From an optimization exercise on the open Yosys and OpenROAD flow, aimed at small area and a short achievable clock period; shortcuts taken in it are not production practice. Where RTL was checked, it was by simulation tests only, not by an equivalence proof against the original. Function not checked in run 7: the RTL went through the layout flow alone. Power is estimated from default activity; no workload was simulated.

===== config.mk =====
export PLATFORM = sky130hd
export DESIGN_NAME = fir
export DESIGN_NICKNAME = fir
export VERILOG_FILES = /design/flow/design.v
export SDC_FILE = /design/flow/constraint.sdc
export NUM_CORES = 4
export LEC_CHECK = 0
export CAP_MARGIN = 20
export CORE_MARGIN = 2
export CORE_UTILIZATION = 40
export CTS_BUF_LIST = sky130_fd_sc_hd__clkbuf_8
export SETUP_SLACK_MARGIN = 2.2
export SLEW_MARGIN = 20
export TNS_END_PERCENT = 5

===== constraint.sdc =====
create_clock -name core_clock -period 4.0 [get_ports {clk}]
set_input_delay 0.8000 -clock core_clock [delete_from_list [all_inputs] [get_ports {clk}]]
set_output_delay 0.8000 -clock core_clock [all_outputs]
set_load 0.01 [all_outputs]

===== design.v =====
module  fir(
	input clk,
	input rst_n,
	input enable,
	input [2:0] tap,		 
	input [15:0] data_in,
	output [17:0] data_out,
	output complete
);
reg [15:0] d1;			 
reg v1, v2, v3, done;		 
reg [5:2] ld;			 
reg [15:0] h1, h2;		 
reg [2:0] h2c;			 
reg [15:0] h3, h4, h5;		 
reg [17:0] e2s, e2c, b2c;	 
reg [17:0] p3, g3;		 
reg [17:0] result;
always @(posedge clk)
	d1 <= data_in;
always @(posedge clk or negedge rst_n) begin
	if (!rst_n) begin
		v1 <= 1'b0;
		v2 <= 1'b0;
		v3 <= 1'b0;
		done <= 1'b0;
		ld <= 4'b0;
	end else begin
		v1 <= enable;
		v2 <= v1;
		v3 <= v2;
		done <= v3;
		ld[2] <= enable & (tap > 3'd2);
		ld[3] <= enable & (tap > 3'd3);
		ld[4] <= enable & (tap > 3'd4);
		ld[5] <= enable & (tap > 3'd5);
	end
end
wire [12:0] h1x3_lo = {1'b0, h1[11:0]} + {h1[10:0], 1'b0};
wire [4:0] h1x3_c4 = {1'b0, h1[3:0]} + {h1[2:0], 1'b0};
wire [8:0] h1x3_c8 = {1'b0, h1[7:0]} + {h1[6:0], 1'b0};
wire [2:0] h1c = {h1x3_lo[12], h1x3_c8[8], h1x3_c4[4]};
wire [3:0] t0 = h2[3:0] + {h2[2:0], 1'b0};
wire [3:0] t1 = h2[7:4] + h2[6:3] + h2c[0];
wire [3:0] t2 = h2[11:8] + h2[10:7] + h2c[1];
wire [3:0] t3 = h2[15:12] + h2[14:11] + h2c[2];
wire [15:0] h2x3 = {t3, t2, t1, t0};
always @(posedge clk or negedge rst_n) begin
	if (!rst_n) begin
		h1 <= 0;
		h2 <= 0;
		h2c <= 0;
		h3 <= 0;
		h4 <= 0;
		h5 <= 0;
	end else begin
		if (v1) h1 <= d1;
		if (ld[2]) begin
			h2 <= h1;
			h2c <= h1c;
		end
		if (ld[3]) h3 <= h2x3;
		if (ld[4]) h4 <= h3;
		if (ld[5]) h5 <= h4;
	end
end
wire [17:0] o0 = {2'b0, d1};
wire [17:0] o1 = {2'b0, h1[14:0], 1'b0};
wire [17:0] o2 = {2'b0, h2[14:0], 1'b0};
wire [17:0] o3 = {2'b0, h3};
wire [17:0] o4 = {2'b0, h4};
wire [17:0] o5 = {2'b0, h5};
wire [17:0] a_s = o0 ^ o1 ^ o2;
wire [17:0] a_c = ((o0 & o1) | (o0 & o2) | (o1 & o2)) << 1;
wire [17:0] b_s = o3 ^ o4 ^ o5;
wire [17:0] b_c = ((o3 & o4) | (o3 & o5) | (o4 & o5)) << 1;
wire [17:0] e_s = a_s ^ a_c ^ b_s;
wire [17:0] e_c = ((a_s & a_c) | (a_s & b_s) | (a_c & b_s)) << 1;
always @(posedge clk) begin
	e2s <= e_s;
	e2c <= e_c;
	b2c <= b_c;
end
wire [17:0] f_s = e2s ^ e2c ^ b2c;
wire [17:0] f_c = ((e2s & e2c) | (e2s & b2c) | (e2c & b2c)) << 1;
always @(posedge clk) begin
	p3 <= f_s ^ f_c;
	g3 <= f_s & f_c;
end
wire [17:0] gg1 = g3 | (p3 & {g3[16:0], 1'b0});
wire [17:0] pp1 = p3 & {p3[16:0], 1'b0};
wire [17:0] gg2 = gg1 | (pp1 & {gg1[15:0], 2'b0});
wire [17:0] pp2 = pp1 & {pp1[15:0], 2'b0};
wire [17:0] gg3 = gg2 | (pp2 & {gg2[13:0], 4'b0});
wire [17:0] pp3 = pp2 & {pp2[13:0], 4'b0};
wire [17:0] gg4 = gg3 | (pp3 & {gg3[9:0], 8'b0});
wire [17:0] pp4 = pp3 & {pp3[9:0], 8'b0};
wire [17:0] gg5 = gg4 | (pp4 & {gg4[1:0], 16'b0});
wire [17:0] sum = p3 ^ {gg5[16:0], 1'b0};
always @(posedge clk or negedge rst_n) begin
	if (!rst_n)
		result <= 0;
	else if (v3)
		result <= sum;
end
assign data_out = result;
assign complete = done;
endmodule

===== flow/run.sh =====
#!/bin/bash
# The standard ORFS layout (same make targets and settings as standard.sh),
# with these changes: port buffers are buf_2 cells instead of the delay
# cells buffer_ports picks by itself; Yosys synth runs with -noabc, so its generic abc pass does not run before extract_fa.
# Each tool's output goes to a log file here.
set -euo pipefail
W=$(pwd)
make -C "$FLOW_HOME" DESIGN_CONFIG="$W/config.mk" WORK_HOME="$W/orfs" CLKGATE_MAP_FILE= \
  SYNTH_SCRIPT="$W/synth_recipe.tcl" \
  BUFFER_PORTS_ARGS="-buffer_cell sky130_fd_sc_hd__buf_2" SYNTH_ARGS=-noabc CTS_ARGS="-sink_clustering_enable -repair_clock_nets -buf_list sky130_fd_sc_hd__clkbuf_8 -dont_use_dummy_load" \
  finish > "$W/make.log" 2>&1
R="$W/orfs/results/$FLOW_PLATFORM/fir/base"
: # left out here: write the final layout as DEF

===== standard.sh =====
#!/bin/bash
# synth_recipe.tcl (not shown) runs the flow's synth.tcl, then flattens the netlist and writes it again
# the make line also repeats each setting of config.mk as NAME=value (left out here)
make -C /OpenROAD-flow-scripts/flow DESIGN_CONFIG=/design/flow/config.mk WORK_HOME=/design/flow/orfs CLKGATE_MAP_FILE= SYNTH_SCRIPT=/design/flow/synth_recipe.tcl "${@:-finish}"

==> summary.txt, run 1 <==
Floorplanning
  • Die X-Extent: 150 um
  • Die ar.: 22500 um2
  • Starting Density: 40.6%
  • Rows: 53
  • Core Footprint: 21000 um2
  • Die H: 150 um
  • I/O Pins: 41

Synth
  • Synthesis warning total: 1
  • Netlist cell types: 50
  • Top_reg_cell synth: dfrtp_1
  • Synth Instances: 579
  • Synthesized area: 8540 um2
  • Async S/R FF share, synth: 52.7%
  • Flops & latches, synth: 207
  • Sequential share of the synthesized area: 54.9%
  • Syn_area_per_cell: 14.8 um2
  • Post-Syn Nets: 704
  • Number of flops mapped to enable cells by yosys: 0

Setup path
  • Critical path buffers and inverters: 1
  • CP Data Required Time: 3.20 ns
  • Worst path max stage delay: 0.39 ns
  • Crit. End Element: output port
  • Worst r2r src: h2[8]
  • FF-to-FF End: h3[9]
  • Type of the worst setup path: reg2out
  • Crit path DAT: 1.01 ns
  • Crit-path max FO: 2
  • CP startpoint kind: register
  • Flop2flop setup slack: 2.23 ns
  • Worst path top cell family by delay: flip-flops
  • CP cell instances: buf_2
  • Slowest CP cell: dfrtp_1
  • R2R depth: 3

CTS
  • CTS tree: built
  • Clock Latency Late Sink: 0.49 ns
  • H-tree depth: 2
  • Bufs on Longest Clock Path: 3
  • CTS Root Cell: clkbuf_8
  • Sinks on Clock Net: 207
  • CTS buffer count: 35
  • Clock Pin Slew Worst Setup and Hold Paths: 0.05 ns

Cells and area
  • Synth-to-layout area growth: 11.5%
  • Ant. Diodes: 0
  • Finished Layout Cells: 913
  • Layout cells sized above 1: 27.7%
  • Final nets: 765

Min path
  • Hold Crit Depth: 0
  • WHS Endpoint: p3[0]
  • Worst Hold Launch: e2s[0]
  • HP Class: reg2reg

STA
  • Setup Skew: 0.0295 ns
  • RSZ-0062 raised after global routing: true
  • Final Max Tran Viols: 0
  • Final Setup Violations: 0
  • Fmax: 551 MHz
  • Headroom to the max-slew limit: 37.9%
  • Min Tclk post-route: 1.81 ns
  • Worst Hold Slack: 0.336 ns
  • Setup_tns: 0 ns
  • Slew of the pin with the lowest slew margin: 0.931 ns
  • Final Hold Fails: 0
  • Final Cycle Share: 45.4%

Place
  • I/O Buffers: 40
  • DP HPWL: 10.0 mm
  • Placed cell count: 878
  • RD Place Congestion: 0.789

Route
  • Post-DR wirelength/cell: 15.1 um
  • Via density: 4.83
  • DRT iter0 DRCs: 135
  • Routed WL: 13.8 mm
  • DRC errors left: 0
  • Vias: 4411
  • DRT Pass-1 Iters: 4
  • Post-DRT Antenna Nets: 0

Global routing
  • First-pass GRT wire length: 23.5 mm
  • Vias in the first global route: 4735
  • Initial antenna violation count: 0
  • Pin count of the biggest net entering global routing: 110
  • Overall Global Routing Usage: 13.1%
  • Remaining Overflow, GRT: 0

Pwr
  • Lkg Pwr: 0.00404 uW
  • Maximum VDD drop: 0.243 mV
  • Power density over the cells: 793 nW/um2

Run status
  • Outcome: complete, no violations

Run
  • Max-cap violations: 0
## placed cells by master (no fill, tap or decap), types with 5 or more instances in the layout
master / instances
ha_1: 35
fa_1: 68
dfxtp_1: 98
a21o_1: 7
clkbuf_8: 35
o21a_1: 5
xnor2_1: 16
dfrtp_1: 108
nand2_1: 20
o21ai_0: 10
buf_2: 39
nand4_1: 7
nor2_1: 24
a21oi_1: 25
mux2_2: 82
## routing by layer
metal / up-vias / wire [um] / GRT usage, %
met4: 0 / 316 / 4.91
met3: 26 / 574 / 3.06
met2: 84 / 6050 / 19.9
met5: - / 0 / 0
met1: 2200 / 6840 / 18.3
li1: 2101 / - / -
## metrics by stage
step	total power (uW)	setup slack, ns	area [um2]	utilization [%]
detailed placement	6180	1.71	9030	43.0
floorplan	5320	2.33	8540	-
global route	8310	2.13	9520	45.3
CTS	7710	2.14	9520	45.3
global placement	6050	1.79	9030	43.0
finish	7560	2.19	9520	45.3
## worst max-delay path by stage
stage	startpoint	end	slack, ns	depth (start not counted)
after global routing	result[0]	data_out[0]	2.13	1
after floorplan	h2[3]	h3[5]	2.33	3
final	result[0]	data_out[0]	2.19	1
after detailed placement	v3	result[13]	1.71	3
after CTS	result[0]	data_out[0]	2.14	1
after global placement	v3	result[13]	1.79	3
## cell families (layout without fill, tap and decap cells)
logic type / Yosys count / after routing / share of synthesized area [%]
multiplexers: 86 / 86 / 11.3
AND/OR/NAND/NOR: 77 / 77 / 4.42
flip-flops: 207 / 207 / 54.9
adder cells (fa/ha/maj): 103 / 103 / 21.1
AO/OA/AOI/OAI: 72 / 72 / 5.70
buffers and inverters: 18 / 77 / 0.966
XOR/XNOR: 16 / 16 / 1.64
## cell type report
class | count | area [um2]
flip-flops and latches | 207 | 4690
well taps | 275 | 344
repair buffers | 41 | 223
inverters | 1 | 5.00
clock buffers | 35 | 482
multi-input cells | 354 | 3780
fillers | 1856 | 11500
## cells in the mapped netlist (2+ instances only)
cell | number | area [um2]
dfxtp_1 | 98 | 1960
a21oi_1 | 27 | 135
nand3b_1 | 4 | 30.0
o31ai_1 | 3 | 22.5
buf_1 | 3 | 11.3
buf_2 | 6 | 30.0
or2_2 | 2 | 12.5
dfrtp_1 | 109 | 2730
mux2i_1 | 3 | 30.0
nand3_1 | 4 | 20.0
a211oi_1 | 2 | 15.0
and3_1 | 4 | 25.0
and2_1 | 3 | 18.8
nor3_1 | 4 | 20.0
fa_1 | 68 | 1360
a21o_1 | 7 | 52.6
nand4_1 | 7 | 43.8
clkbuf_1 | 7 | 26.3
o21ai_0 | 10 | 50.1
o21a_1 | 5 | 37.5
nand2_1 | 20 | 75.1
mux2_2 | 82 | 923
o21ai_2 | 2 | 17.5
xnor2_1 | 16 | 140
ha_1 | 35 | 438
nor2_1 | 24 | 90.1
## what timing repair did
| action | CTS | global route |
|---|---|---|
| hold buffers | 0 | 0 |
| resized for setup | 2 | 2 |
| setup endpoints to repair | 28 | 28 |
| pin swaps | 0 | 2 |
| buffers inserted | 0 | 0 |
## flip-flops by register name, summed over array words and instances, names as in the netlist, 4 cells and up
| register | cells |
|---|---|
| h3 | 16 |
| h4 | 16 |
| h2 | 16 |
| h1 | 16 |
| b2c | 16 |
| p3 | 18 |
| ld | 4 |
| d1 | 16 |
| e2c | 16 |
| g3 | 15 |
| e2s | 17 |
| h5 | 16 |
| result | 18 |
## where the power goes
group / switching, uW / internal (uW)
clock: 694 / 771
combinational: 1110 / 1300
sequential: 698 / 2980
total: 2500 / 5050
==> run 2, diff against run 1 <==
--- a/flow/run.sh
+++ b/flow/run.sh
@@ -7,7 +7,7 @@
 W=$(pwd)
 make -C "$FLOW_HOME" DESIGN_CONFIG="$W/config.mk" WORK_HOME="$W/orfs" CLKGATE_MAP_FILE= \
   SYNTH_SCRIPT="$W/synth_recipe.tcl" \
-  BUFFER_PORTS_ARGS="-buffer_cell sky130_fd_sc_hd__buf_2" SYNTH_ARGS=-noabc CTS_ARGS="-sink_clustering_enable -repair_clock_nets -buf_list sky130_fd_sc_hd__clkbuf_8 -dont_use_dummy_load" \
+  BUFFER_PORTS_ARGS="-buffer_cell sky130_fd_sc_hd__buf_2" SYNTH_ARGS=-noabc CTS_ARGS="-sink_clustering_enable -repair_clock_nets -buf_list sky130_fd_sc_hd__clkbuf_8 -dont_use_dummy_load -sink_clustering_size 20 -sink_clustering_max_diameter 100" \
   finish > "$W/make.log" 2>&1
 R="$W/orfs/results/$FLOW_PLATFORM/fir/base"
 : # left out here: write the final layout as DEF
--- a/config.mk
+++ b/config.mk
@@ -9,6 +9,6 @@
 export CORE_MARGIN = 2
 export CORE_UTILIZATION = 40
 export CTS_BUF_LIST = sky130_fd_sc_hd__clkbuf_8
-export SETUP_SLACK_MARGIN = 2.2
+export SETUP_SLACK_MARGIN = 1.9
 export SLEW_MARGIN = 20
 export TNS_END_PERCENT = 5
==> run 2 against run 1 <==
Still clean on timing, DRC and antenna. Worst hold slack gained 0.0060 ns. Total power shrank 7.8%. Sequential share of layout area grew 1.6 points. Critical path type unchanged. Highest routed layer unchanged.
==> summary.txt, run 2 <==
Cells and area
  • Layout cells sized above 1: 25.0%
  • Commonest non-fill, non-tap cells in the layout: dfrtp_1, dfxtp_1, mux2_2
  • Synth-to-layout area growth: 8.00%
  • FF/Latch Area: 4690 um2
  • Post-Route Utilization: 43.9%
  • Most common cell after layout, fill and taps aside: dfrtp_1
  • Final nets: 744
  • Finished Layout Cells: 892
  • Ant. Diodes: 0
  • Multi-input logic area: 3770 um2
  • Fillers: 1894
  • Largest registers: p3 x18, result x18, e2s x17

Setup path
  • R2R depth: 3
  • CP cell instances: buf_2
  • Worst path top cell family by delay: flip-flops
  • Critical path buffers and inverters: 1
  • CP Data Required Time: 3.20 ns
  • Worst r2r src: h2[8]
  • Crit-path max FO: 2
  • Slowest CP cell: dfrtp_1
  • Critical Path Stages: 1
  • FF-to-FF End: h3[9]
  • Crit. End Element: output port
  • Crit path DAT: 1.04 ns
  • Worst path max stage delay: 0.41 ns
  • Flop2flop setup slack: 2.22 ns
  • Type of the worst setup path: reg2out
  • CP startpoint kind: register

CTS
  • CTS tree: built
  • Bufs on Longest Clock Path: 3
  • Sinks on Clock Net: 207
  • H-tree depth: 1
  • CTS buffer count: 14
  • CTS Root Cell: clkbuf_8
  • Clock Pin Slew Worst Setup and Hold Paths: 0.11 ns
  • Clock Latency Late Sink: 0.50 ns
  • Hold-fix buffers, CTS: 0

Synth
  • XOR/XNOR Fraction of Synth Area: 1.64%
  • Cell with the most instances after synthesis: dfrtp_1
  • Top_reg_cell synth: dfrtp_1
  • Complex-gate fraction of the synthesized area: 5.70%
  • Largest family of logic cells by synthesized area: adder cells
  • Flops & latches, synth: 207
  • Synth Instances: 579
  • Multiplexer share of the synthesized area: 11.3%
  • Post-Syn Nets: 704
  • Async S/R FF share, synth: 52.7%
  • Syn_area_per_cell: 14.8 um2
  • Post-Synth Adder-Cell Area: 21.1%
  • Synth top area share: 31.9%
  • Netlist cell types: 50
  • Synth cell count leaders: dfrtp_1, dfxtp_1, mux2_2, fa_1, ha_1
  • Synthesized area: 8540 um2
  • Sequential share of the synthesized area: 54.9%
  • Ranking of synthesized cells by area: dfrtp_1, dfxtp_1, fa_1
  • Number of flops mapped to enable cells by yosys: 0
  • Cell taking the most area after synthesis: dfrtp_1
  • Post-synthesis simple-gate area fraction: 4.42%
  • Synthesis warning total: 1

Floorplanning
  • Die ar.: 22500 um2
  • Core Footprint: 21000 um2
  • Starting Density: 40.6%
  • Die X-Extent: 150 um
  • I/O Pins: 41
  • Die H: 150 um
  • Rows: 53

Pwr
  • Switching share of power: 34.2%
  • Total chip power: 6970 uW
  • Clock power share: 13.1%
  • NetSw: 2390 uW
  • Power density over the cells: 755 nW/um2
  • Maximum VDD drop: 0.232 mV
  • Lkg Pwr: 0.00389 uW
  • Comb pwr share: 34.3%
  • Seq pwr share: 52.6%
  • P_int: 4580 uW

Min path
  • HP Class: reg2reg
  • Hold Crit Depth: 0
  • WHS Endpoint: p3[0]
  • Worst Hold Launch: e2s[0]

Route
  • DRT Pass-1 Iters: 4
  • Post-DRT Antenna Nets: 0
  • DRC errors left: 0
  • Vias: 4286
  • Routed WL: 13.4 mm
  • DRT iter0 DRCs: 157
  • Post-DR wirelength/cell: 15.0 um
  • Via density: 4.80

Run status
  • Outcome: complete, no violations

Place
  • I/O Buffers: 40
  • Placed cell count: 878
  • DP HPWL: 10.0 mm
  • RD Place Congestion: 0.789

Global routing
  • Overall Global Routing Usage: 12.6%
  • Initial antenna violation count: 0
  • Remaining Overflow, GRT: 0
  • Vias in the first global route: 4501
  • First-pass GRT wire length: 22.8 mm
  • Pin count of the biggest net entering global routing: 110

STA
  • Setup_tns: 0 ns
  • Final Setup Violations: 0
  • Slew of the pin with the lowest slew margin: 0.954 ns
  • Min Tclk post-route: 1.84 ns
  • Final Max Tran Viols: 0
  • Fmax: 544 MHz
  • Worst Hold Slack: 0.342 ns
  • Final Cycle Share: 45.9%
  • RSZ-0062 raised after global routing: false
  • Final Hold Fails: 0
  • Headroom to the max-slew limit: 36.4%
  • Setup Skew: 0.0751 ns

Run
  • Max-cap violations: 0
run 2: cell counts after synthesis:
No cell type changed its count.
run 2: per-stage QoR:
step                setup slack (ns)  instance area, um2
CTS                             1.91                9230
detailed placement              1.71                9030
finish                          2.16                9230
global route                    2.07                9230
floorplan                       2.33                8540
global placement                1.79                9030
run 2: repair_timing:
| action | in CTS | in global routing |
|---|---|---|
| gates resized for setup | 1 | 1 |
| setup endpoints to repair | 1 | 1 |
| pin swaps | 0 | 0 |
| buffers inserted | 0 | 0 |
run 2: how the worst max path moves through the flow:
stage | startpoint | endpoint | slack [ns]
final | result[0] | data_out[0] | 2.16
after detailed placement | v3 | result[13] | 1.71
after CTS | v3 | result[13] | 1.91
after floorplan | h2[3] | h3[5] | 2.33
after global routing | h2[8] | h3[11] | 2.07
after global placement | v3 | result[13] | 1.79
run 2: logic make-up after synthesis:
family	Yosys count
AO/OA/AOI/OAI	72
XOR/XNOR	16
adder cells (fa/ha/maj)	103
buffers and inverters	18
flip-flops	207
multiplexers	86
AND/OR/NAND/NOR	77
run 2: area by class of cell:
class / instances / share of cell area [%]
multi-input cells: 354 / 40.9
well taps: 275 / 3.73
clock buffers: 14 / 2.09
repair buffers: 41 / 2.41
flip-flops and latches: 207 / 50.8
inverters: 1 / 0.0542
run 2: layer usage:
metal / vias to the layer above / global-route usage [%] / share of wire (%)
li1: 2062 / - / -
met1: 2153 / 18.8 / 52
met2: 58 / 19.3 / 44
met3: 13 / 1.64 / 2.7
met4: 0 / 3.49 / 1.5
met5: - / 0 / 0
run 2: power by group through the flow:
stage,Clock (uW),Sequential [uW],Combinational (uW)
global placement,0,3700,2350
CTS,972,3680,2460
detailed placement,0,3740,2440
global route,1040,3810,2840
finish,912,3670,2390
floorplan,0,3570,1750
==> run 3, diff against run 2 <==
--- a/flow/run.sh
+++ b/flow/run.sh
@@ -7,7 +7,7 @@
 W=$(pwd)
 make -C "$FLOW_HOME" DESIGN_CONFIG="$W/config.mk" WORK_HOME="$W/orfs" CLKGATE_MAP_FILE= \
   SYNTH_SCRIPT="$W/synth_recipe.tcl" \
-  BUFFER_PORTS_ARGS="-buffer_cell sky130_fd_sc_hd__buf_2" SYNTH_ARGS=-noabc CTS_ARGS="-sink_clustering_enable -repair_clock_nets -buf_list sky130_fd_sc_hd__clkbuf_8 -dont_use_dummy_load -sink_clustering_size 20 -sink_clustering_max_diameter 100" \
+  BUFFER_PORTS_ARGS="-buffer_cell sky130_fd_sc_hd__buf_2" SYNTH_ARGS=-noabc CTS_ARGS="-sink_clustering_enable -repair_clock_nets -buf_list sky130_fd_sc_hd__clkbuf_8 -dont_use_dummy_load -sink_clustering_size 12 -sink_clustering_max_diameter 100" \
   finish > "$W/make.log" 2>&1
 R="$W/orfs/results/$FLOW_PLATFORM/fir/base"
 : # left out here: write the final layout as DEF
==> run 3 against run 2 <==
Worst setup slack lost 0.0063 ns. Still clean on timing, DRC and antenna. Largest power group unchanged. Utilization grew 0.46 points. Critical path type unchanged. Critical endpoint is now data_out[16]. Combinational power is essentially flat.
==> summary.txt, run 3 <==
Global routing
  • First-pass GRT wire length: 23.1 mm
  • Initial antenna violation count: 0
  • Vias in the first global route: 4605
  • Overall Global Routing Usage: 12.7%
  • Pin count of the biggest net entering global routing: 110
  • Remaining Overflow, GRT: 0

Place
  • Place WS: 1.71 ns
  • RD Place Congestion: 0.789
  • DP HPWL: 10.0 mm
  • Post-Place Cell Area: 9030 um2
  • I/O Buffers: 40

Synth
  • Post-synthesis simple-gate area fraction: 4.42%
  • Complex-gate fraction of the synthesized area: 5.70%
  • Number of flops mapped to enable cells by yosys: 0
  • Async S/R FF share, synth: 52.7%
  • Post-Syn Nets: 704
  • Largest family of logic cells by synthesized area: adder cells
  • Multiplexer share of the synthesized area: 11.3%
  • Sequential share of the synthesized area: 54.9%
  • Post-Synth Adder-Cell Area: 21.1%
  • XOR/XNOR Fraction of Synth Area: 1.64%
  • Synthesized area: 8540 um2
  • Synthesis warning total: 1
  • Top_reg_cell synth: dfrtp_1
  • Cell taking the most area after synthesis: dfrtp_1
  • Ranking of synthesized cells by area: dfrtp_1, dfxtp_1, fa_1
  • Synth cell count leaders: dfrtp_1, dfxtp_1, mux2_2, fa_1, ha_1
  • Synth Instances: 579
  • Flops & latches, synth: 207
  • Synth top area share: 31.9%
  • Netlist cell types: 50
  • Syn_area_per_cell: 14.8 um2
  • Cell with the most instances after synthesis: dfrtp_1

STA
  • Final Max Tran Viols: 0
  • Min Tclk post-route: 1.84 ns
  • RSZ-0062 raised after global routing: false
  • Final Cycle Share: 46.1%
  • Post-route setup slack: 2.16 ns
  • Fmax: 542 MHz
  • Headroom to the max-slew limit: 36.8%
  • Setup Skew: 0.0407 ns
  • Final Setup Violations: 0
  • Slew of the pin with the lowest slew margin: 0.948 ns
  • Final Hold Fails: 0
  • Setup_tns: 0 ns

Cells and area
  • Most common cell after layout, fill and taps aside: dfrtp_1
  • Ant. Diodes: 0
  • Layout cells sized above 1: 25.8%
  • Final nets: 751
  • Commonest non-fill, non-tap cells in the layout: dfrtp_1, dfxtp_1, mux2_2
  • Largest registers: p3 x18, result x18, e2s x17
  • Fillers: 1874
  • Final instance area: 9320 um2
  • Synth-to-layout area growth: 9.12%

Route
  • Via density: 4.83
  • Post-DRT Antenna Nets: 0
  • Post-DR wirelength/cell: 15.1 um
  • DRT Pass-1 Iters: 4
  • DRC errors left: 0
  • Vias: 4344
  • DRT iter0 DRCs: 125
  • Routed WL: 13.6 mm

Pwr
  • NetSw: 2430 uW
  • Power density over the cells: 768 nW/um2
  • P_int: 4730 uW
  • Lkg Pwr: 0.00394 uW
  • Switching share of power: 33.9%
  • Comb pwr share: 33.4%
  • Maximum VDD drop: 0.235 mV
  • Clock power share: 15.4%
  • Seq pwr share: 51.2%

Setup path
  • Type of the worst setup path: reg2out
  • CP cell instances: buf_2
  • CP Data Required Time: 3.20 ns
  • Slowest CP cell: dfrtp_1
  • Crit-path max FO: 2
  • Crit path DAT: 1.04 ns
  • Worst path max stage delay: 0.40 ns
  • Worst path top cell family by delay: flip-flops
  • CP startpoint kind: register
  • Crit. End Element: output port
  • Critical path buffers and inverters: 1

Min path
  • HP Class: reg2reg

CTS
  • CTS buffer count: 21
  • H-tree depth: 1
  • CTS Root Cell: clkbuf_8
  • Hold-fix buffers, CTS: 0
  • Bufs on Longest Clock Path: 3
  • CTS tree: built
  • Sinks on Clock Net: 207
  • Clock Latency Late Sink: 0.50 ns
  • Clock Pin Slew Worst Setup and Hold Paths: 0.08 ns

Run
  • Max-cap violations: 0

Floorplanning
  • Die H: 150 um
  • Die X-Extent: 150 um
  • I/O Pins: 41
  • Core Footprint: 21000 um2
  • Rows: 53
  • Die ar.: 22500 um2
  • Starting Density: 40.6%

Run status
  • Outcome: complete, no violations
run 3: final cells by class:
cell class                      instances  area [um2]  share of cell area, %
Clock buffer                           21         289                   3.10
Inverter                                1        5.00                 0.0537
Multi-Input combinational cell        354        3770                   40.5
Sequential cell                       207        4690                   50.3
Tap cell                              275         344                   3.69
Timing Repair Buffer                   41         223                   2.39
run 3: worst register-to-register path, cell delays in order (launching register included):
cell	delay, ns
dfrtp_1	0.47
fa_1	0.47
fa_1	0.46
mux2_2	0.27
run 3: kinds of logic after synthesis:
family,Yosys count
DFF,207
adders and majority gates,103
and+or+nand+nor,77
muxes,86
xor gates and xnor gates,16
buffers and inverters,18
AOI/OAI and AO/OA,72
run 3: power groups by stage:
stage / clock network (uW) / logic [uW] / registers, uW
after detailed placement: 0 / 2440 / 3740
after global routing: 1250 / 2850 / 3820
after CTS: 1160 / 2470 / 3690
after floorplan: 0 / 1750 / 3570
final: 1100 / 2390 / 3670
after global placement: 0 / 2350 / 3700
run 3: path summary, 6_finish.rpt:
check,slack [ns],to,depth (start not counted),from
setup / recovery,2.16,data_out[16],1,result[16]
hold / removal,0.33,p3[0],0,e2s[0]
setup reg to reg,2.23,h3[9],3,h2[8]
hold reg to reg,0.33,p3[0],0,e2s[0]
max in group asynchronous,3.12,h4[11],2,rst_n
min in group asynchronous,0.35,result[1],2,rst_n
run 3: layer usage:
| layer | up-vias | share of wire [%] | track usage [%] |
|---|---|---|---|
| met2 | 74 | 43 | 19.6 |
| met3 | 27 | 3.9 | 2.18 |
| met5 | - | 0 | 0 |
| met4 | 0 | 1.9 | 3.63 |
| met1 | 2162 | 51 | 18.6 |
| li1 | 2081 | - | - |
run 3: through the flow:
step | cells | hold WS (ns) | power (uW) | util, %
global route | 899 | 0.338 | 7910 | 44.4
global placement | 878 | 0.319 | 6050 | 43.0
CTS | 899 | 0.329 | 7320 | 44.3
floorplan | 579 | 0.310 | 5320 | -
finish | 899 | 0.327 | 7160 | 44.4
detailed placement | 878 | 0.318 | 6180 | 43.0
run 3: repair_timing:
item | CTS | global route
gates cloned | 0 | 0
endpoints found under the hold margin | 0 | 0
buffers inserted | 0 | 0
setup endpoints to repair | 1 | 1
resized for setup | 1 | 1
==> run 4, diff against run 3 <==
--- a/flow/run.sh
+++ b/flow/run.sh
@@ -7,7 +7,7 @@
 W=$(pwd)
 make -C "$FLOW_HOME" DESIGN_CONFIG="$W/config.mk" WORK_HOME="$W/orfs" CLKGATE_MAP_FILE= \
   SYNTH_SCRIPT="$W/synth_recipe.tcl" \
-  BUFFER_PORTS_ARGS="-buffer_cell sky130_fd_sc_hd__buf_2" SYNTH_ARGS=-noabc CTS_ARGS="-sink_clustering_enable -repair_clock_nets -buf_list sky130_fd_sc_hd__clkbuf_8 -dont_use_dummy_load -sink_clustering_size 12 -sink_clustering_max_diameter 100" \
+  BUFFER_PORTS_ARGS="-buffer_cell sky130_fd_sc_hd__buf_2" SYNTH_ARGS=-noabc CTS_ARGS="-sink_clustering_enable -repair_clock_nets -buf_list sky130_fd_sc_hd__clkbuf_8 -dont_use_dummy_load -sink_clustering_size 15 -sink_clustering_max_diameter 100" \
   finish > "$W/make.log" 2>&1
 R="$W/orfs/results/$FLOW_PLATFORM/fir/base"
 : # left out here: write the final layout as DEF
==> run 4 against run 3 <==
Routed wire length is 0.35% lower. Total power is 1.4% lower. Area after synthesis stayed put. Combinational power hardly changed. Register-to-register slack hardly changed. Sequential share of layout area is 0.30 points higher. Critical path type unchanged. Largest cell class unchanged.
==> summary.txt, run 4 <==
Cells and area
  • Layout cells sized above 1: 25.3%
  • Final nets: 747
  • Synth-to-layout area growth: 8.48%
  • Most common cell after layout, fill and taps aside: dfrtp_1
  • Commonest non-fill, non-tap cells in the layout: dfrtp_1, dfxtp_1, mux2_2
  • Finished Layout Cells: 895
  • Ant. Diodes: 0
  • Post-Route Utilization: 44.1%
  • Final instance area: 9270 um2
  • Largest registers: p3 x18, result x18, e2s x17

Synth
  • Sequential share of the synthesized area: 54.9%
  • Top_reg_cell synth: dfrtp_1
  • Syn_area_per_cell: 14.8 um2
  • Cell with the most instances after synthesis: dfrtp_1
  • Synth top area share: 31.9%
  • Synthesis warning total: 1
  • Post-Syn Nets: 704
  • Synth Instances: 579
  • Async S/R FF share, synth: 52.7%
  • Ranking of synthesized cells by area: dfrtp_1, dfxtp_1, fa_1
  • Netlist cell types: 50
  • Synth cell count leaders: dfrtp_1, dfxtp_1, mux2_2, fa_1, ha_1
  • Number of flops mapped to enable cells by yosys: 0
  • Cell taking the most area after synthesis: dfrtp_1
  • Synthesized area: 8540 um2
  • Flops & latches, synth: 207

Place
  • DP HPWL: 10.0 mm
  • Post-Place Cell Area: 9030 um2
  • Placed cell count: 878
  • RD Place Congestion: 0.789
  • I/O Buffers: 40

CTS
  • Bufs on Longest Clock Path: 3
  • Clock Pin Slew Worst Setup and Hold Paths: 0.09 ns
  • CTS buffer count: 17
  • Hold-fix buffers, CTS: 0
  • CTS tree: built
  • CTS Root Cell: clkbuf_8
  • H-tree depth: 1
  • Clock Latency Late Sink: 0.52 ns
  • Sinks on Clock Net: 207
  • Post-CTS Setup Bufs: 0

Setup path
  • Worst path max stage delay: 0.40 ns
  • Type of the worst setup path: reg2out
  • Flop2flop setup slack: 2.22 ns
  • CP Data Required Time: 3.20 ns
  • CP startpoint kind: register
  • Crit path DAT: 1.05 ns
  • CP cell instances: buf_2
  • Slowest CP cell: dfrtp_1
  • Crit. End Element: output port
  • Worst r2r src: h2[4]
  • Worst path top cell family by delay: flip-flops
  • R2R depth: 3
  • Crit-path max FO: 2
  • Critical path buffers and inverters: 1
  • FF-to-FF End: h3[5]

Pwr
  • Clock power share: 14.2%
  • P_int: 4650 uW
  • Lkg Pwr: 0.00391 uW
  • NetSw: 2410 uW
  • Comb pwr share: 33.9%
  • Power density over the cells: 762 nW/um2
  • Maximum VDD drop: 0.218 mV
  • Switching share of power: 34.2%
  • Seq pwr share: 52.0%

Route
  • Routed WL: 13.6 mm
  • DRT Pass-1 Iters: 4
  • Post-DRT Antenna Nets: 0
  • Post-DR wirelength/cell: 15.2 um
  • Vias: 4292
  • DRC errors left: 0
  • DRT iter0 DRCs: 139
  • Via density: 4.80

Global routing
  • Overall Global Routing Usage: 12.7%
  • First-pass GRT wire length: 23.0 mm
  • Remaining Overflow, GRT: 0
  • Pin count of the biggest net entering global routing: 110
  • Initial antenna violation count: 0
  • Vias in the first global route: 4563

Floorplanning
  • I/O Pins: 41
  • Die H: 150 um
  • Core Footprint: 21000 um2
  • Rows: 53
  • Die X-Extent: 150 um
  • Die ar.: 22500 um2
  • Starting Density: 40.6%

STA
  • Headroom to the max-slew limit: 37.2%
  • Setup Skew: 0.0529 ns
  • Slew of the pin with the lowest slew margin: 0.942 ns
  • Final Cycle Share: 46.3%
  • RSZ-0062 raised after global routing: false
  • Final Setup Violations: 0
  • Fmax: 540 MHz
  • Min Tclk post-route: 1.85 ns
  • Final Hold Fails: 0
  • Setup_tns: 0 ns
  • Worst Hold Slack: 0.337 ns
  • Final Max Tran Viols: 0

Min path
  • HP Class: in2async

Run
  • Max-cap violations: 0

Run status
  • Outcome: complete, no violations
## run 4: what timing repair did
| action | 4_1_cts | 5_1_grt |
|---|---|---|
| endpoints found under the setup margin | 1 | 1 |
| hold endpoints to repair | 0 | 0 |
| resized for setup | 1 | 1 |
| pin swaps | 0 | 0 |
## run 4: through the flow
stage / setup WS [ns] / total power [uW]
6_report: 2.15 / 7060
5_1_grt: 2.08 / 7790
4_1_cts: 1.91 / 7220
3_5_place_dp: 1.71 / 6180
3_3_place_gp: 1.79 / 6050
2_1_floorplan: 2.33 / 5320
## run 4: kinds of logic after synthesis
family                   synth area share, %
multiplexers                            11.3
buffers and inverters                  0.966
adder cells (fa/ha/maj)                 21.1
XOR/XNOR                                1.64
AND/OR/NAND/NOR                         4.42
flip-flops                              54.9
AO/OA/AOI/OAI                           5.70
## run 4: layer usage
layer  GRT usage, %  wire length (um)  vias to the layer above  share of wire (%)
met4           4.15               279                        0                2.1
met2           19.4              5890                       61                 43
met5              0                 0                        -                  0
li1               -                 -                     2073                  -
met3           1.82               427                       20                3.1
met1           18.8              6960                     2138                 51
## run 4: power groups by stage
stage          clock, uW  combinational (uW)  sequential, uW
5_1_grt             1130                2850            3810
2_1_floorplan          0                1750            3570
3_5_place_dp           0                2440            3740
4_1_cts             1060                2470            3690
6_report            1000                2390            3670
3_3_place_gp           0                2350            3700
## run 4: how the worst max path moves through the flow
stage                     cells past startpoint  startpoint           to  slack (ns)
final                                         1   result[0]  data_out[0]        2.15
after global placement                        3          v3   result[13]        1.79
after CTS                                     3          v3   result[13]        1.91
after detailed placement                      3          v3   result[13]        1.71
after global routing                          1   result[0]  data_out[0]        2.08
after floorplan                               3       h2[3]        h3[5]        2.33
## run 4: area by class of cell
type	instances	area, um2
fillers	1885	11800
flip-flops and latches	207	4690
multi-input cells	354	3770
well taps	275	344
clock buffers	17	234
repair buffers	41	223
inverters	1	5.00
==> run 5, diff against run 4 <==
==> run.sh (new file) <==
#!/bin/bash
# synth_recipe.tcl (not shown) runs the flow's synth.tcl, then flattens the netlist and writes it again
# the make line also repeats each setting of config.mk as NAME=value (left out here)
make -C /OpenROAD-flow-scripts/flow DESIGN_CONFIG=/design/flow/config.mk WORK_HOME=/design/flow/orfs CLKGATE_MAP_FILE= SYNTH_SCRIPT=/design/flow/synth_recipe.tcl finish
removed: flow/run.sh
removed: standard.sh
==> run 5 against run 4 <==
Combinational power decreased by 7%. Cell count grew 30%. Clock skew down 0.042 ns. Design area up 12%. Routed wire length increased by 8.0%. Synthesized cell count grew 37%. Via count up 21%. Critical path depth stayed put. Count of clock-buffer cells in the layout is 31 higher. Die area grew 4.9%. Maximum frequency down 15%. Worst hold slack got worse by 0.012 ns. Critical path type unchanged. Critical endpoint is now data_out[12]. Largest power group unchanged.
==> summary.txt, run 5 <==
Run status
  • Outcome: complete, no violations

Synth
  • Syn_area_per_cell: 11.3 um2
  • Cell taking the most area after synthesis: dfrtp_1
  • Synth top area share: 30.4%
  • Top_reg_cell synth: dfrtp_1
  • Synth Instances: 796
  • Cell with the most instances after synthesis: inv_1
  • Flops & latches, synth: 207
  • Sequential share of the synthesized area: 52.3%
  • Netlist cell types: 55
  • Ranking of synthesized cells by area: dfrtp_1, dfxtp_1, fa_1
  • Synthesis warning total: 1
  • Number of flops mapped to enable cells by yosys: 0
  • Async S/R FF share, synth: 52.7%
  • Synthesized area: 8970 um2
  • Post-Syn Nets: 921
  • Synth cell count leaders: inv_1, dfrtp_1, dfxtp_1, nand2_1, o21ai_0

Route
  • Post-DRT Antenna Nets: 0
  • Routed WL: 14.6 mm
  • Via density: 4.47
  • DRT Pass-1 Iters: 4
  • Vias: 5181
  • DRT iter0 DRCs: 230
  • DRC errors left: 0
  • Post-DR wirelength/cell: 12.6 um

Cells and area
  • Ant. Diodes: 0
  • Largest registers: p3 x18, result x18, e2s x17
  • Synth-to-layout area growth: 16.1%
  • Commonest non-fill, non-tap cells in the layout: inv_1, dfrtp_1, dfxtp_1
  • Layout cells sized above 1: 9.20%
  • Post-Route Utilization: 47.6%
  • Most common cell after layout, fill and taps aside: inv_1
  • Final nets: 980

CTS
  • Post-CTS Setup Bufs: 0
  • Sinks on Clock Net: 207
  • H-tree depth: 2
  • CTS Root Cell: clkbuf_8
  • CTS tree: built
  • Hold-fix buffers, CTS: 0
  • Clock Latency Late Sink: 0.50 ns
  • CTS buffer count: 35
  • Bufs on Longest Clock Path: 3
  • Clock Pin Slew Worst Setup and Hold Paths: 0.06 ns

Floorplanning
  • Rows: 54
  • Die X-Extent: 154 um
  • Core Footprint: 21900 um2
  • Die H: 154 um
  • Starting Density: 41.0%
  • I/O Pins: 41
  • Die ar.: 23600 um2

Place
  • RD Place Congestion: 0.771
  • I/O Buffers: 40
  • DP HPWL: 10.9 mm

Global routing
  • Remaining Overflow, GRT: 0
  • First-pass GRT wire length: 25.3 mm
  • Overall Global Routing Usage: 13.0%
  • Pin count of the biggest net entering global routing: 62
  • Vias in the first global route: 5351
  • Initial antenna violation count: 0

Setup path
  • Type of the worst setup path: reg2out
  • Crit-path max FO: 2
  • CP Launch Point: result[12]
  • Worst path max stage delay: 0.54 ns
  • CP cell instances: clkdlybuf4s50_1
  • CP startpoint kind: register
  • Crit. End Element: output port
  • Critical path buffers and inverters: 1
  • Worst path top cell family by delay: buffers and inverters
  • Worst r2r src: h2[11]
  • CP Data Required Time: 3.20 ns
  • Slowest CP cell: clkdlybuf4s50_1
  • Crit path DAT: 1.38 ns

Run
  • Max-cap violations: 0

STA
  • Final Setup Violations: 0
  • Final Hold Fails: 0
  • Final Cycle Share: 54.5%
  • Setup Skew: 0.0113 ns
  • Fmax: 459 MHz
  • Setup_tns: 0 ns
  • Slew of the pin with the lowest slew margin: 0.863 ns
  • Final Max Tran Viols: 0
  • RSZ-0062 raised after global routing: true
  • Headroom to the max-slew limit: 42.4%
  • Min Tclk post-route: 2.18 ns

Min path
  • Worst Hold Launch: e2s[0]
  • HP Class: reg2reg

Pwr
  • Total chip power: 7420 uW
  • Lkg Pwr: 0.00502 uW
  • Comb pwr share: 30.0%
  • Switching share of power: 32.2%
  • Maximum VDD drop: 0.203 mV
  • NetSw: 2390 uW
  • Seq pwr share: 44.1%
  • Power density over the cells: 713 nW/um2
  • Clock power share: 25.9%
  • P_int: 5030 uW
## run 5: cells by family after synthesis
kind of cell	after synthesis	share of synthesized area [%]
AOI/OAI and AO/OA	145	9.96
buffers and inverters	187	7.93
and+or+nand+nor	117	5.68
muxes	20	2.45
xor gates and xnor gates	17	1.66
adders and majority gates	103	20.1
DFF	207	52.3
## run 5: worst paths after layout
kind                           endpoint  slack, ns  cells after the start
max in group asynchronous            v1       2.86                      2
min in group asynchronous         h1[1]       0.41                      1
min reg2reg                       p3[0]       0.33                      0
min                               p3[0]       0.33                      0
max reg2reg                      h3[14]       2.22                      6
max                        data_out[12]       1.82                      1
## run 5: area by class of cell
cell class,instances,area (um2)
flip-flops and latches,207,4690
clock buffers,48,661
multi-input cells,402,3570
clock inverters,14,80.1
repair buffers,44,442
fillers,2038,11500
well taps,280,350
inverters,165,619
## run 5: metrics by stage
| step | cells | worst slack, ns | hold slack [ns] | cell area (um2) |
|---|---|---|---|---|
| 2_1_floorplan | 796 | 2.38 | 0.310 | 8970 |
| 3_3_place_gp | 1098 | 2.26 | 0.314 | 9670 |
| 3_5_place_dp | 1098 | 2.21 | 0.314 | 9670 |
| 4_1_cts | 1160 | 1.77 | 0.324 | 10400 |
| 5_1_grt | 1160 | 1.75 | 0.348 | 10400 |
| 6_report | 1160 | 1.82 | 0.325 | 10400 |
## run 5: worst reg2reg max path: cells and delay by family (launching register included)
family          cells  cell delay [ns]
fa+ha+maj           2             0.89
buf+inv             1             0.10
xor+xnor            1             0.14
simple gates        1             0.06
flops               1             0.36
compound gates      1             0.09
## run 5: timing repair
action,in CTS,in global routing
endpoints found under the setup margin,19,18
pin swaps,0,0
gates resized for setup,1,1
cloned,0,0
## run 5: per-layer routing
metal	track usage, %	vias to the layer above	wire [um]
li1	-	2621	-
met1	18.2	2450	7510
met2	19.7	76	6210
met3	3.16	34	544
met4	4.89	0	377
met5	0	-	0
## run 5: power groups by stage
| stage | Combinational, uW | Clock (uW) | Sequential [uW] |
|---|---|---|---|
| global placement | 2170 | 0 | 3300 |
| global route | 2670 | 2090 | 3380 |
| finish | 2230 | 1920 | 3270 |
| detailed placement | 2290 | 0 | 3320 |
| CTS | 2310 | 2010 | 3280 |
| floorplan | 1570 | 0 | 3240 |
==> run 6, diff against run 5 <==
--- a/config.mk
+++ b/config.mk
@@ -9,6 +9,8 @@
 export CORE_MARGIN = 2
 export CORE_UTILIZATION = 40
 export CTS_BUF_LIST = sky130_fd_sc_hd__clkbuf_8
-export SETUP_SLACK_MARGIN = 1.9
+export CTS_CLUSTER_DIAMETER = 100
+export CTS_CLUSTER_SIZE = 15
+export SETUP_SLACK_MARGIN = 2.2
 export SLEW_MARGIN = 20
 export TNS_END_PERCENT = 5
==> run 6 against run 5 <==
Still clean. Non-clock buffer count up 12. Count of clock-buffer cells in the layout decreased by 31. Die area unchanged. Worst setup slack better by 0.35 ns. Total power shrank 12%. Utilization shrank 2.1 points. First-iteration DRC count rose by 19%. Sequential power barely moved. Global-route usage shrank 0.35 points. Sequential share of layout area grew 2.1 points. Worst hold slack better by 0.013 ns. Critical path depth unchanged. Critical endpoint is now data_out[2]. Largest power group unchanged.
==> summary.txt, run 6 <==
Run status
  • Outcome: complete, no violations

Synth
  • Number of flops mapped to enable cells by yosys: 0
  • Synthesis warning total: 1
  • Synth cell count leaders: inv_1, dfrtp_1, dfxtp_1, nand2_1, o21ai_0
  • Netlist cell types: 55
  • Top_reg_cell synth: dfrtp_1
  • Sequential share of the synthesized area: 52.3%
  • Async S/R FF share, synth: 52.7%
  • Post-Syn Nets: 921
  • Synthesized area: 8970 um2
  • Synth top area share: 30.4%
  • Syn_area_per_cell: 11.3 um2
  • Cell with the most instances after synthesis: inv_1
  • Synth Instances: 796
  • Ranking of synthesized cells by area: dfrtp_1, dfxtp_1, fa_1
  • Flops & latches, synth: 207
  • Cell taking the most area after synthesis: dfrtp_1

STA
  • Setup_tns: 0 ns
  • Final Cycle Share: 45.7%
  • Final Setup Violations: 0
  • Min Tclk post-route: 1.83 ns
  • Setup Skew: 0.0213 ns
  • Slew of the pin with the lowest slew margin: 0.864 ns
  • Final Max Tran Viols: 0
  • RSZ-0062 raised after global routing: true
  • Final Hold Fails: 0
  • Fmax: 547 MHz
  • Headroom to the max-slew limit: 42.4%

Cells and area
  • Multi-input logic area: 3570 um2
  • Most common cell after layout, fill and taps aside: inv_1
  • Final nets: 974
  • Largest registers: p3 x18, result x18, e2s x17
  • Fillers: 2096
  • Commonest non-fill, non-tap cells in the layout: inv_1, dfrtp_1, dfxtp_1
  • FF/Latch Area: 4690 um2
  • Synth-to-layout area growth: 10.9%
  • Ant. Diodes: 0
  • Layout cells sized above 1: 9.42%

Pwr
  • Clock power share: 16.1%
  • Lkg Pwr: 0.00483 uW
  • Power density over the cells: 658 nW/um2
  • Seq pwr share: 49.8%
  • Switching share of power: 34.5%
  • Maximum VDD drop: 0.190 mV
  • NetSw: 2260 uW
  • Total chip power: 6550 uW
  • P_int: 4290 uW
  • Comb pwr share: 34.1%

CTS
  • Clock Pin Slew Worst Setup and Hold Paths: 0.10 ns
  • Hold-fix buffers, CTS: 0
  • Sinks on Clock Net: 207
  • CTS buffer count: 17
  • Clock Latency Late Sink: 0.51 ns
  • H-tree depth: 1
  • Bufs on Longest Clock Path: 3
  • CTS Root Cell: clkbuf_8
  • CTS tree: built

Setup path
  • FF-to-FF End: h3[14]
  • CP cell instances: buf_2
  • Worst path top cell family by delay: flip-flops
  • Critical Path Stages: 1
  • Crit path DAT: 1.03 ns
  • CP Data Required Time: 3.20 ns
  • Worst path max stage delay: 0.39 ns
  • Crit-path max FO: 2
  • Flop2flop setup slack: 2.22 ns
  • R2R depth: 6
  • Worst r2r src: h2[11]
  • Crit. End Element: output port
  • CP startpoint kind: register
  • Slowest CP cell: dfrtp_1
  • CP Launch Point: result[2]
  • Type of the worst setup path: reg2out
  • Critical path buffers and inverters: 1

Floorplanning
  • Die ar.: 23600 um2
  • Rows: 54
  • I/O Pins: 41
  • Die X-Extent: 154 um
  • Core Footprint: 21900 um2
  • Die H: 154 um
  • Starting Density: 41.0%

Place
  • DP HPWL: 10.9 mm
  • I/O Buffers: 40
  • RD Place Congestion: 0.771

Global routing
  • First-pass GRT wire length: 25.0 mm
  • Vias in the first global route: 5210
  • Initial antenna violation count: 0
  • Remaining Overflow, GRT: 0
  • Pin count of the biggest net entering global routing: 62
  • Overall Global Routing Usage: 12.6%

Route
  • Via density: 4.46
  • Post-DR wirelength/cell: 12.7 um
  • DRT iter0 DRCs: 273
  • Routed WL: 14.5 mm
  • Post-DRT Antenna Nets: 0
  • DRC errors left: 0
  • DRT Pass-1 Iters: 4
  • Vias: 5087

Min path
  • Hold Crit Depth: 0
  • Worst Hold Launch: e2s[0]
  • HP Class: reg2reg
  • WHS Endpoint: p3[0]

Run
  • Max-cap violations: 0
## run 6: stage by stage
step / hold slack [ns] / std cells / cell area [um2] / setup WS (ns) / util, %
after global routing: 0.357 / 1140 / 9950 / 2.10 / 45.5
final: 0.339 / 1140 / 9950 / 2.17 / 45.5
after floorplan: 0.310 / 796 / 8970 / 2.38 / -
after detailed placement: 0.314 / 1098 / 9670 / 2.21 / 44.2
after CTS: 0.338 / 1139 / 9950 / 2.13 / 45.4
after global placement: 0.314 / 1098 / 9670 / 2.26 / 44.2
## run 6: power by group through the flow
stage          Sequential, uW  Combinational (uW)  Clock [uW]
2_1_floorplan            3240                1570           0
3_3_place_gp             3300                2170           0
3_5_place_dp             3320                2290           0
4_1_cts                  3270                2300        1120
5_1_grt                  3370                2690        1210
6_report                 3260                2230        1050
## run 6: worst max-delay path by stage
stage / to
global placement: v1
finish: data_out[2]
detailed placement: h3[14]
floorplan: h3[14]
global route: data_out[4]
CTS: data_out[2]
## run 6: area by class of cell
cell class              count  area share [%]
flip-flops and latches    207            47.1
multi-input cells         402            35.9
inverters                 165            6.22
repair buffers             56            4.37
well taps                 280            3.52
clock buffers              17            2.35
clock inverters            13           0.541
## run 6: timing repair
action,CTS,global route
gates resized for setup,76,0
pin swaps,0,0
buffers inserted,11,1
setup endpoints to repair,20,21
endpoints found under the hold margin,0,0
## run 6: cell families (layout without fill, tap and decap cells)
| group | Yosys count | in the layout | synth area share [%] |
|---|---|---|---|
| AOI/OAI and AO/OA | 145 | 145 | 9.96 |
| xor gates and xnor gates | 17 | 17 | 1.66 |
| adders and majority gates | 103 | 103 | 20.1 |
| buffers and inverters | 187 | 251 | 7.93 |
| DFF | 207 | 207 | 52.3 |
| muxes | 20 | 20 | 2.45 |
| and+or+nand+nor | 117 | 117 | 5.68 |
## run 6: per-layer routing
metal / track usage, % / part of all wire (%) / vias up
met5: 0 / 0 / -
met2: 19.6 / 43 / 67
met1: 18.6 / 53 / 2415
met4: 3.41 / 1.5 / 0
li1: - / - / 2591
met3: 1.97 / 3.2 / 14
==> run 7, diff against run 6 <==
--- a/design.v
+++ b/design.v
@@ -87,15 +87,45 @@
 	p3 <= f_s ^ f_c;
 	g3 <= f_s & f_c;
 end
-wire [17:0] gg1 = g3 | (p3 & {g3[16:0], 1'b0});
-wire [17:0] pp1 = p3 & {p3[16:0], 1'b0};
-wire [17:0] gg2 = gg1 | (pp1 & {gg1[15:0], 2'b0});
-wire [17:0] pp2 = pp1 & {pp1[15:0], 2'b0};
-wire [17:0] gg3 = gg2 | (pp2 & {gg2[13:0], 4'b0});
-wire [17:0] pp3 = pp2 & {pp2[13:0], 4'b0};
-wire [17:0] gg4 = gg3 | (pp3 & {gg3[9:0], 8'b0});
-wire [17:0] pp4 = pp3 & {pp3[9:0], 8'b0};
-wire [17:0] gg5 = gg4 | (pp4 & {gg4[1:0], 16'b0});
+wire [17:0] gg0 = g3, pp0 = p3;
+wire [17:0] gg1, pp1, gg2, pp2, gg3, pp3, gg4, pp4, gg5;
+genvar i;
+generate
+	for (i = 0; i < 18; i = i + 1) begin : pfx
+		if (i % 2 == 1) begin
+			assign gg1[i] = gg0[i] | (pp0[i] & gg0[i-1]);
+			assign pp1[i] = pp0[i] & pp0[i-1];
+		end else begin
+			assign gg1[i] = gg0[i];
+			assign pp1[i] = pp0[i];
+		end
+		if (i % 4 >= 2) begin
+			assign gg2[i] = gg1[i] | (pp1[i] & gg1[i - (i % 4) + 1]);
+			assign pp2[i] = pp1[i] & pp1[i - (i % 4) + 1];
+		end else begin
+			assign gg2[i] = gg1[i];
+			assign pp2[i] = pp1[i];
+		end
+		if (i % 8 >= 4) begin
+			assign gg3[i] = gg2[i] | (pp2[i] & gg2[i - (i % 8) + 3]);
+			assign pp3[i] = pp2[i] & pp2[i - (i % 8) + 3];
+		end else begin
+			assign gg3[i] = gg2[i];
+			assign pp3[i] = pp2[i];
+		end
+		if (i % 16 >= 8) begin
+			assign gg4[i] = gg3[i] | (pp3[i] & gg3[i - (i % 16) + 7]);
+			assign pp4[i] = pp3[i] & pp3[i - (i % 16) + 7];
+		end else begin
+			assign gg4[i] = gg3[i];
+			assign pp4[i] = pp3[i];
+		end
+		if (i >= 16)
+			assign gg5[i] = gg4[i] | (pp4[i] & gg4[15]);
+		else
+			assign gg5[i] = gg4[i];
+	end
+endgenerate
 wire [17:0] sum = p3 ^ {gg5[16:0], 1'b0};
 always @(posedge clk or negedge rst_n) begin
 	if (!rst_n)
==> flow/run.sh (new file) <==
#!/bin/bash
# The standard ORFS layout (the same make call and settings as
# standard.sh, including its synthesis script), with these changes:
#  - port buffers are buf_2 cells (buffer_ports picks delay cells by itself);
#  - Yosys synth runs with -noabc, so no generic abc pass runs before
#    extract_fa (fewer inverters around the adder cells);
#  - clock tree: clkbuf_8 buffers with a clkbuf_16 at the root, sinks
#    clustered in groups of up to 15,
#    and no dummy load cells.
# make's output goes to make.log and ORFS keeps each step's log under
# orfs/logs; write_def.log holds the DEF export.
set -euo pipefail
W=$(pwd)
make -C "$FLOW_HOME" DESIGN_CONFIG="$W/config.mk" WORK_HOME="$W/orfs" CLKGATE_MAP_FILE= \
  SYNTH_SCRIPT="$W/synth_recipe.tcl" \
  BUFFER_PORTS_ARGS="-buffer_cell sky130_fd_sc_hd__buf_2" \
  SYNTH_ARGS=-noabc \
  CTS_ARGS="-sink_clustering_enable -repair_clock_nets -buf_list sky130_fd_sc_hd__clkbuf_8 -dont_use_dummy_load -root_buf sky130_fd_sc_hd__clkbuf_16 -sink_clustering_size 15 -sink_clustering_max_diameter 100" \
  finish > "$W/make.log" 2>&1
R="$W/orfs/results/$FLOW_PLATFORM/fir/base"
: # left out here: write the final layout as DEF
==> standard.sh (new file) <==
#!/bin/bash
# synth_recipe.tcl (not shown) runs the flow's synth.tcl, then flattens the netlist and writes it again
# the make line also repeats each setting of config.mk as NAME=value (left out here)
make -C /OpenROAD-flow-scripts/flow DESIGN_CONFIG=/design/flow/config.mk WORK_HOME=/design/flow/orfs CLKGATE_MAP_FILE= SYNTH_SCRIPT=/design/flow/synth_recipe.tcl "${@:-finish}"
--- a/config.mk
+++ b/config.mk
@@ -9,8 +9,6 @@
 export CORE_MARGIN = 2
 export CORE_UTILIZATION = 40
 export CTS_BUF_LIST = sky130_fd_sc_hd__clkbuf_8
-export CTS_CLUSTER_DIAMETER = 100
-export CTS_CLUSTER_SIZE = 15
-export SETUP_SLACK_MARGIN = 2.2
+export SETUP_SLACK_MARGIN = 1.9
 export SLEW_MARGIN = 20
 export TNS_END_PERCENT = 5
removed: run.sh
==> run 7 against run 6 <==
Cell count down 25%. Synthesized cell count shrank 33%. Non-clock buffer count fell by 11. Maximum frequency down 12%. Global-route usage is 0.45 points higher. Register-to-register slack got worse by 0.30 ns. Area after synthesis decreased by 6.8%.
==> summary.txt, run 7 <==
Floorplanning
  • Die H: 149 um
  • I/O Pins: 41
  • Die ar.: 22100 um2
  • Rows: 52
  • Die X-Extent: 149 um
  • Core Footprint: 20400 um2
  • Starting Density: 41.1%

Setup path
  • Critical path buffers and inverters: 0
  • Crit-path max FO: 7
  • Crit path DAT: 2.41 ns
  • CP startpoint kind: register
  • CP Data Required Time: 4.33 ns
  • CP cell instances: and3_1, a221o_1, a31oi_2, o21ai_0, a21o_1, ha_1, nor2_2, xnor2_1, mux2_2
  • Worst path top cell family by delay: compound AO/OA/AOI/OAI gates
  • Worst path max stage delay: 0.36 ns
  • Slowest CP cell: dfxtp_2
  • Type of the worst setup path: reg2reg
  • Crit. End Element: register

Min path
  • HP Class: reg2reg

STA
  • Final Hold Fails: 0
  • Final Cycle Share: 52.0%
  • Final Setup Violations: 0
  • Headroom to the max-slew limit: 35.3%
  • RSZ-0062 raised after global routing: true
  • Setup_tns: 0 ns
  • Fmax: 481 MHz
  • Slew of the pin with the lowest slew margin: 0.970 ns
  • Worst Hold Slack: 0.337 ns
  • Setup Skew: 0.0242 ns
  • Min Tclk post-route: 2.08 ns
  • Final Max Tran Viols: 0

Pwr
  • Comb pwr share: 33.5%
  • Seq pwr share: 51.3%
  • Power density over the cells: 771 nW/um2
  • NetSw: 2350 uW
  • Maximum VDD drop: 0.238 mV
  • Clock power share: 15.2%
  • P_int: 4710 uW
  • Lkg Pwr: 0.00388 uW
  • Switching share of power: 33.3%

Route
  • DRC errors left: 0
  • Via density: 4.79
  • Routed WL: 13.7 mm
  • Vias: 4090
  • DRT iter0 DRCs: 167
  • Post-DRT Antenna Nets: 0
  • Post-DR wirelength/cell: 16.0 um
  • DRT Pass-1 Iters: 4

Global routing
  • Remaining Overflow, GRT: 0
  • Vias in the first global route: 4474
  • Overall Global Routing Usage: 13.1%
  • Initial antenna violation count: 0
  • Pin count of the biggest net entering global routing: 82
  • First-pass GRT wire length: 23.1 mm

Place
  • I/O Buffers: 40
  • DP HPWL: 10.0 mm
  • RD Place Congestion: 0.805

Synth
  • Ranking of synthesized cells by area: dfrtp_1, dfxtp_1, fa_1
  • Number of flops mapped to enable cells by yosys: 0
  • Synth cell count leaders: dfrtp_1, dfxtp_1, mux2_2, fa_1, ha_1
  • Cell with the most instances after synthesis: dfrtp_1
  • Cell taking the most area after synthesis: dfrtp_1
  • Sequential share of the synthesized area: 56.1%
  • Synthesized area: 8360 um2
  • Netlist cell types: 50
  • Synth Instances: 536
  • Async S/R FF share, synth: 52.7%
  • Flops & latches, synth: 207
  • Synth top area share: 32.6%
  • Top_reg_cell synth: dfrtp_1
  • Syn_area_per_cell: 15.6 um2
  • Synthesis warning total: 1
  • Post-Syn Nets: 664

Cells and area
  • Most common cell after layout, fill and taps aside: dfrtp_1
  • Ant. Diodes: 0
  • Commonest non-fill, non-tap cells in the layout: dfrtp_1, dfxtp_1, mux2_2
  • Largest registers: p3 x18, result x18, e2s x17
  • Layout cells sized above 1: 27.6%
  • Final nets: 713
  • Synth-to-layout area growth: 9.46%

CTS
  • CTS buffer count: 17
  • Sinks on Clock Net: 207
  • CTS Root Cell: clkbuf_16
  • CTS tree: built
  • Bufs on Longest Clock Path: 3
  • Clock Pin Slew Worst Setup and Hold Paths: 0.09 ns
  • Clock Latency Late Sink: 0.46 ns
  • H-tree depth: 1

Run status
  • Outcome: complete, no violations

Run
  • Max-cap violations: 0
-- run 7: cell count changes in the layout (fill, tap and decap cells not counted), sizes merged, moves of 3 or more --
| cell | before | now |
|---|---|---|
| mux2 | 16 | 86 |
| ha | 35 | 38 |
| o21ai | 77 | 4 |
| inv | 176 | 2 |
| o21a | 6 | 1 |
| clkdlybuf4s50 | 20 | 0 |
| a211oi | 5 | 1 |
| buf | 36 | 45 |
| mux2i | 4 | 0 |
| nand2 | 78 | 9 |
| o311ai | 4 | 1 |
-- run 7: power groups by stage --
| stage | Sequential (uW) | Combinational [uW] | Clock, uW |
|---|---|---|---|
| floorplan | 3540 | 1630 | 0 |
| global placement | 3640 | 2310 | 0 |
| detailed placement | 3690 | 2370 | 0 |
| CTS | 3640 | 2440 | 1130 |
| global route | 3750 | 2820 | 1200 |
| finish | 3620 | 2370 | 1070 |
-- run 7: path summary, 6_finish.rpt --
| kind | from | end | slack [ns] | depth (start not counted) |
|---|---|---|---|---|
| max | p3[12] | result[17] | 1.92 | 9 |
| max reg2reg | p3[12] | result[17] | 1.92 | 9 |
| min | e2s[0] | p3[0] | 0.34 | 0 |
| min reg2reg | e2s[0] | p3[0] | 0.34 | 0 |
| max in group asynchronous | rst_n | h4[15] | 2.86 | 2 |
| min in group asynchronous | rst_n | h3[5] | 0.38 | 1 |
-- run 7: metal layers --
layer / global-route usage [%] / share of wire (%) / vias up
li1: - / - / 1934
met1: 18.5 / 48 / 2068
met2: 21.0 / 46 / 70
met3: 1.99 / 3.4 / 18
met4: 4.14 / 2.1 / 0
met5: 0 / 0 / -
-- run 7: cells by family after synthesis --
logic type / after synthesis / share of synthesized area (%)
buffers and inverters: 17 / 0.928
adder cells (fa/ha/maj): 106 / 22.0
flip-flops: 207 / 56.1
AO/OA/AOI/OAI: 58 / 5.00
XOR/XNOR: 15 / 1.57
multiplexers: 86 / 11.6
AND/OR/NAND/NOR: 47 / 2.89
-- run 7: what timing repair did --
item,CTS,global route
setup endpoints to repair,1,4
buffers inserted,2,1
pin swaps,2,2
cloned,0,0
hold buffers,0,0
resized for setup,2,4
-- run 7: area by class of cell --
type / count / area, um2
repair buffers: 45 / 244
inverters: 2 / 7.51
multi-input cells: 312 / 3600
flip-flops and latches: 207 / 4690
clock buffers: 17 / 268
fillers: 1810 / 11200
well taps: 270 / 338
-- run 7: metrics by stage --
stage                     std cells  util [%]  setup slack (ns)  area, um2  power (uW)
after floorplan                 536         -              2.01       8360        5170
after global placement          833      43.5              1.91       8850        5950
after detailed placement        833      43.5              1.86       8850        6060
after CTS                       852      44.9              1.91       9140        7210
after global routing            853      44.9              1.81       9150        7780
final                           853      44.9              1.92       9150        7060

re-timing with driven ports:
The flow's constraints put no driver on any port. The routed layouts listed below were extracted and timed again, unchanged, in two steps. Step 1 assumes that a clkbuf_16 drives the clock port and a buf_2 every other input. Step 2 moves the port delays by t, midway between the first and last clock arrival at a register: inputs arrive t later, outputs are due t later. That takes back most of the time a late clock gives input paths. Three values: ideal, step 1, step 2; two values: the first two.
| run | shift t [ns] | slack for setup (ns) | worst register clock-pin slew, ns |
|---|---|---|---|
| run 1 | 0.516 | 2.185 / 2.151 / 2.228 | 0.06 / 0.06 |
| run 2 | 0.500 | 2.163 / 2.126 / 2.216 | 0.12 / 0.12 |
| run 3 | 0.514 | 2.156 / 2.122 / 2.227 | 0.08 / 0.08 |
| run 4 | 0.524 | 2.149 / 2.115 / 2.223 | 0.10 / 0.10 |
| run 5 | 0.536 | 1.819 / 1.781 / 2.222 | 0.06 / 0.06 |
| run 6 | 0.535 | 2.171 / 2.133 / 2.217 | 0.10 / 0.10 |
| run 7 | 0.492 | 1.920 / 1.920 / 1.920 | 0.10 / 0.10 |
After both steps every run listed still meets setup and hold.
